What follows belongs to an exercise in optimizing a design on an open flow for small area; a production flow would make more cautious choices.
At most, simulation tests tie the RTL to the original design; equivalence was not proved.
Power figures rest on the tool's default switching activity, not on a simulated workload.

==> pepper <==
==> flow/design.v <==
module main(
    input [1:0] A,
    input [1:0] B,
    output [1:0] S,
    input Cin,
    output Cout,
    input CLK,
    input RST,
    output [11:8] SF_D,
    output LCD_E,
    output LCD_RS,
    output LCD_RW,
    output LCD_Enable
    );
  assign LCD_Enable = 1'b1;
  assign LCD_RW = 1'b0;
  assign {Cout, S} = A + B + Cin;
  reg [11:0] h;
  reg [8:0] U;
  wire done = U[8] & U[7];
  wire [12:0] hcy;
  assign hcy[0] = 1'b1;
  genvar gi;
  generate for (gi = 0; gi < 12; gi = gi + 1) begin : hcg
    assign hcy[gi+1] = hcy[gi] & h[gi];
  end endgenerate
  wire hw = hcy[12];                         
  wire irr = (U[0] & ~U[1] & U[2] & ~U[3] & U[4] & U[5] & U[6] & ~U[7] & U[8]);             
  wire [11:0] reload = irr ? 12'd255 : 12'd1091;
  wire [9:0] ucy;
  assign ucy[0] = hw;
  assign ucy[1] = hw & U[0] & ~done;
  generate for (gi = 1; gi < 9; gi = gi + 1) begin : ucg
    assign ucy[gi+1] = ucy[gi] & U[gi];
  end endgenerate
  wire lo = (h[11] | (h[10] & (h[9] | (h[8] | (h[7] | (h[6] & (h[5] | (h[4] & (h[3] & (h[2] & (h[1] | 1'b1)))))))))));
  wire eh = ((h[11] | (h[10] & (h[9] | (h[8] | (h[7] | (h[6] & (h[5] | (h[4] | (h[3] & (h[2] | (h[1] | 1'b1))))))))))) & ~lo) | ((h[11] | (h[10] & (h[9] | (h[8] | (h[7] & (h[6] | (h[5] | (h[4] | (h[3] & (h[2] & (h[1] & 1'b1))))))))))) & ~(h[11] | (h[10] & (h[9] | (h[8] | (h[7] & (h[6] | (h[5] & (h[4] | (h[3] | (h[2] & (h[1] & h[0]))))))))))));
  wire cmd = (U[8:2][0] & U[8:2][1] & U[8:2][2] & ~U[8:2][3] & U[8:2][4] & ~U[8:2][5] & U[8:2][6]);         
  wire clr = (U[8:5][0] & U[8:5][1] & ~U[8:5][2] & U[8:5][3]);      
  wire wr = done & U[0];                     
  wire hold = wr & lo;                       
  wire [2:0] dat = U[3:1];
  always @(posedge CLK) begin
    if (RST) begin
      h <= 12'd1646;
      U <= 9'd27;
    end else begin
      h <= hw ? reload : h ^ hcy[11:0];
      U[0] <= U[0] ^ ucy[0];
      U[8:4] <= U[8:4] ^ ucy[8:4];
      if (done & ~hold) U[3:1] <= {Cout, S};
      else U[3:1] <= U[3:1] ^ ucy[3:1];
    end
  end
  wire p123 = ((~U[0] & ~U[1] & U[2] & ~U[3] & U[4] & ~U[5] & ~U[6] & ~U[7] & U[8]) & ((h[11] & (h[10] & (h[9] | (h[8] & (h[7] | (h[6] & (h[5] | (h[4] | (h[3] & (h[2] | (h[1] & 1'b1))))))))))) & ~(h[11] & (h[10] & (h[9] | (h[8] & (h[7] | (h[6] & (h[5] | (h[4] & (h[3] | (h[2] & (h[1] & 1'b1))))))))))))) | ((~U[0] & ~U[1] & ~U[2] & U[3] & U[4] & ~U[5] & U[6] & ~U[7] & U[8]) & ((h[11] & (h[10] & (h[9] & (h[8] & (h[7] & (h[6] & (h[5] & (h[4] | (h[3] & (h[2] | (h[1] & 1'b1))))))))))) & ~(h[11] & (h[10] & (h[9] & (h[8] & (h[7] & (h[6] & (h[5] & (h[4] & (h[3] | (h[2] & (h[1] & 1'b1))))))))))))) | ((~U[0] & U[1] & ~U[2] & U[3] & U[4] & ~U[5] & U[6] & ~U[7] & U[8]) & ((h[11] & (h[10] & (h[9] | (h[8] | (h[7] | (h[6] | (h[5] | (h[4] | (h[3] | (h[2] & (h[1] | 1'b1))))))))))) & ~(h[11] & (h[10] & (h[9] | (h[8] | (h[7] | (h[6] | (h[5] | (h[4] & (h[3] | (h[2] | (h[1] | 1'b1)))))))))))));
  wire p4 = ((U[0] & U[1] & ~U[2] & U[3] & U[4] & ~U[5] & U[6] & ~U[7] & U[8]) & ((h[11] & (h[10] | (h[9] | (h[8] | (h[7] | (h[6] | (h[5] & (h[4] | (h[3] | (h[2] | (h[1] & h[0]))))))))))) & ~(h[11] & (h[10] | (h[9] | (h[8] | (h[7] | (h[6] | (h[5] & (h[4] | (h[3] & (h[2] & (h[1] & h[0])))))))))))));
  wire d2 = ((U[0] & U[1] & ~U[2] & U[3] & U[4] & ~U[5] & U[6] & ~U[7] & U[8]) & (h[11] & (h[10] | (h[9] | (h[8] | (h[7] | (h[6] | (h[5] & (h[4] | (h[3] | (h[2] | (h[1] & h[0])))))))))))) | ((~U[0] & ~U[1] & U[2] & U[3] & U[4] & ~U[5] & U[6] & ~U[7] & U[8]) & ~lo);    
  wire tail = (U[0] & U[1] & U[2] & U[3] & U[4] & U[5] & U[6] & ~U[7] & U[8]) & (h[11] & (h[10] & (h[9] & (h[8] & (h[7] & (h[6] & (h[5] & (h[4] & (h[3] & (h[2] & (h[1] & 1'b1)))))))))));
  assign LCD_E = p123 | p4 | ((cmd | done) & eh);
  assign LCD_RS = wr;
  assign SF_D[11] = (cmd & lo & ~U[0]) | (done & ~U[0] & ~lo);
  assign SF_D[10] = (cmd & lo & (U[1] ^ U[0])) | (hold & dat[2]);
  assign SF_D[9] = p123 | d2 | ((U[0] & ~U[1] & U[2] & U[3] & U[4] & ~U[5] & U[6] & ~U[7] & U[8]) & lo) | (wr & (~lo | dat[1]));
  assign SF_D[8] = p123 | ((U[0] & U[1] & U[2] & U[3] & U[4] & ~U[5] & U[6] & ~U[7] & U[8]) & lo) | (clr & ~tail) | (wr & (~lo | dat[0]));
endmodule
==> flow/flow/run.sh <==
#!/bin/bash
# Own layout flow: the standard flow (standard.sh) with three changes:
#  - synthesis maps logic with an area-oriented ABC script and without the adder-cell
#    pre-mapping (the rest of synth_recipe.tcl, register naming, flatten and rename, is unchanged);
#  - ports are buffered with sky130_fd_sc_hd__buf_1;
#  - clock tree synthesis uses small clock buffers.
set -euo pipefail
W=$PWD
F=$FLOW_HOME
sed "s#^source \$::env(SCRIPTS_DIR)/synth_preamble.tcl#&\nset abc_args [lreplace \$abc_args 1 1 $W/flow/area.abc]#" \
  "$F/scripts/synth.tcl" > "$W/area_synth.tcl"
grep -q "flow/area.abc" "$W/area_synth.tcl"
sed "s#\$::env(SCRIPTS_DIR)/synth.tcl#$W/area_synth.tcl#" "$W/synth_recipe.tcl" > "$W/area_synth_recipe.tcl"
grep -q "area_synth.tcl" "$W/area_synth_recipe.tcl"
bash "$W/standard.sh" \
  SYNTH_SCRIPT="$W/area_synth_recipe.tcl" \
  ADDER_MAP_FILE= \
  BUFFER_PORTS_ARGS="-buffer_cell sky130_fd_sc_hd__buf_1" \
  finish > "$W/make.log" 2>&1
==> flow/flow/area.abc <==
strash
&get -n
&st
&syn2
&dch -f
&nf -a -R 1000
&put
mfs2 -W 20 -M 10000
strash
&get -n
&st
&syn2
&dch -f
&nf -a -R 1000
&put
mfs2 -W 20 -M 10000
strash
&get -n
&st
&dch -f
&nf -a -R 1000
&put
==> flow/standard.sh <==
#!/bin/bash
# synth_recipe.tcl (not shown) runs the flow's synth.tcl, then flattens the netlist and writes it again
# the make line also repeats each setting of config.mk as NAME=value (left out here)
make -C /OpenROAD-flow-scripts/flow DESIGN_CONFIG=/design/flow/config.mk WORK_HOME=/design/flow/orfs CLKGATE_MAP_FILE= SYNTH_SCRIPT=/design/flow/synth_recipe.tcl "${@:-finish}"
==> flow/config.mk <==
export PLATFORM = sky130hd
export DESIGN_NAME = main
export DESIGN_NICKNAME = main
export VERILOG_FILES = /design/flow/design.v
export SDC_FILE = /design/flow/constraint.sdc
export NUM_CORES = 4
export LEC_CHECK = 0
export CAP_MARGIN = 20
export CORE_MARGIN = 2
export CORE_UTILIZATION = 35
export CTS_BUF_LIST = sky130_fd_sc_hd__clkbuf_8
export CTS_CLUSTER_DIAMETER = 200
export CTS_CLUSTER_SIZE = 30
export SLEW_MARGIN = 20
==> flow/constraint.sdc <==
create_clock -name core_clock -period 20.0 [get_ports {CLK}]
set_input_delay 4.0000 -clock core_clock [delete_from_list [all_inputs] [get_ports {CLK}]]
set_output_delay 4.0000 -clock core_clock [all_outputs]
set_load 0.01 [all_outputs]
==> inputs of cedar, as changes to pepper <==
--- a/flow/design.v
+++ b/flow/design.v
@@ -27,3 +27,3 @@
   wire hw = hcy[12];                         
-  wire irr = (U[0] & ~U[1] & U[2] & ~U[3] & U[4] & U[5] & U[6] & ~U[7] & U[8]);             
+  wire irr = (U[0] & ~U[1] & ~U[2] & ~U[3] & U[4] & U[5] & U[6] & ~U[7] & U[8]);             
   wire [11:0] reload = irr ? 12'd255 : 12'd1091;
@@ -37,4 +37,4 @@
   wire eh = ((h[11] | (h[10] & (h[9] | (h[8] | (h[7] | (h[6] & (h[5] | (h[4] | (h[3] & (h[2] | (h[1] | 1'b1))))))))))) & ~lo) | ((h[11] | (h[10] & (h[9] | (h[8] | (h[7] & (h[6] | (h[5] | (h[4] | (h[3] & (h[2] & (h[1] & 1'b1))))))))))) & ~(h[11] | (h[10] & (h[9] | (h[8] | (h[7] & (h[6] | (h[5] & (h[4] | (h[3] | (h[2] & (h[1] & h[0]))))))))))));
-  wire cmd = (U[8:2][0] & U[8:2][1] & U[8:2][2] & ~U[8:2][3] & U[8:2][4] & ~U[8:2][5] & U[8:2][6]);         
-  wire clr = (U[8:5][0] & U[8:5][1] & ~U[8:5][2] & U[8:5][3]);      
+  wire cmd = (U[2] & U[3] & U[4] & ~U[5] & U[6] & ~U[7] & U[8]);         
+  wire clr = (U[5] & U[6] & ~U[7] & U[8]);      
   wire wr = done & U[0];                     
Settings changed: CTS_BUF_LIST sky130_fd_sc_hd__clkbuf_8 to unset, CTS_CLUSTER_DIAMETER 200 to unset, CTS_CLUSTER_SIZE 30 to unset.
==> notes <==
Of cedar and pepper, cedar has the higher register-to-register slack (gap 200 ps).
Of pepper and cedar, cedar has the higher via count (gap about 0.9%, measured against cedar).
Against pepper, the synthesized cell count of cedar is higher by 1.8%.
cedar completed without violations. pepper completed without violations.
Against cedar, the first-iteration DRC count of pepper is higher by about 10%.
Against cedar, the power of pepper is higher by 7.4%.
Clock skew is about the same in pepper and cedar.
Critical path depth is the same in cedar and pepper.
In sequential cell count, pepper and cedar do not differ.
Of cedar and pepper, cedar has the higher maximum frequency (gap about 0.4%, measured against pepper).
In cedar the sequential power is larger than in pepper, by about 0.9%.
Of pepper and cedar, cedar has the higher global-route usage (gap 0.44 points).
Function not checked in pepper: the RTL went through the layout flow alone.

[static timing again, ports no longer ideal]
No port has a modelled driver above. Below, the same layouts with a new extraction and two added sets of constraints. Step 1, drivers: a clkbuf_16 drives CLK and a buf_2 each remaining input, both assumed. Step 2 moves the port delays by t, midway between the first and last clock arrival at a register: inputs arrive t later, outputs are due t later. That takes back most of the time a late clock gives input paths. Three values: no drivers, after step 1, after step 2; two values: the first two.
| run | t (ns) | setup WS [ns] | worst setup path after step 2 | clock arrival spread, ns | slew at the worst register clock pin (ns) |
|---|---|---|---|---|---|
| pepper | 0.288 | 10.648 / 10.626 / 10.626 | input to output | 0.004 / 0.004 | 0.08 / 0.08 |
| cedar | 0.328 | 10.685 / 10.665 / 10.665 | input to output | 0.005 / 0.004 | 0.12 / 0.12 |
After both steps setup and hold are still met in every run listed. The setup slack of pepper, which loses most, moves by -0.022 ns with the drivers and by -0.022 ns with both steps.
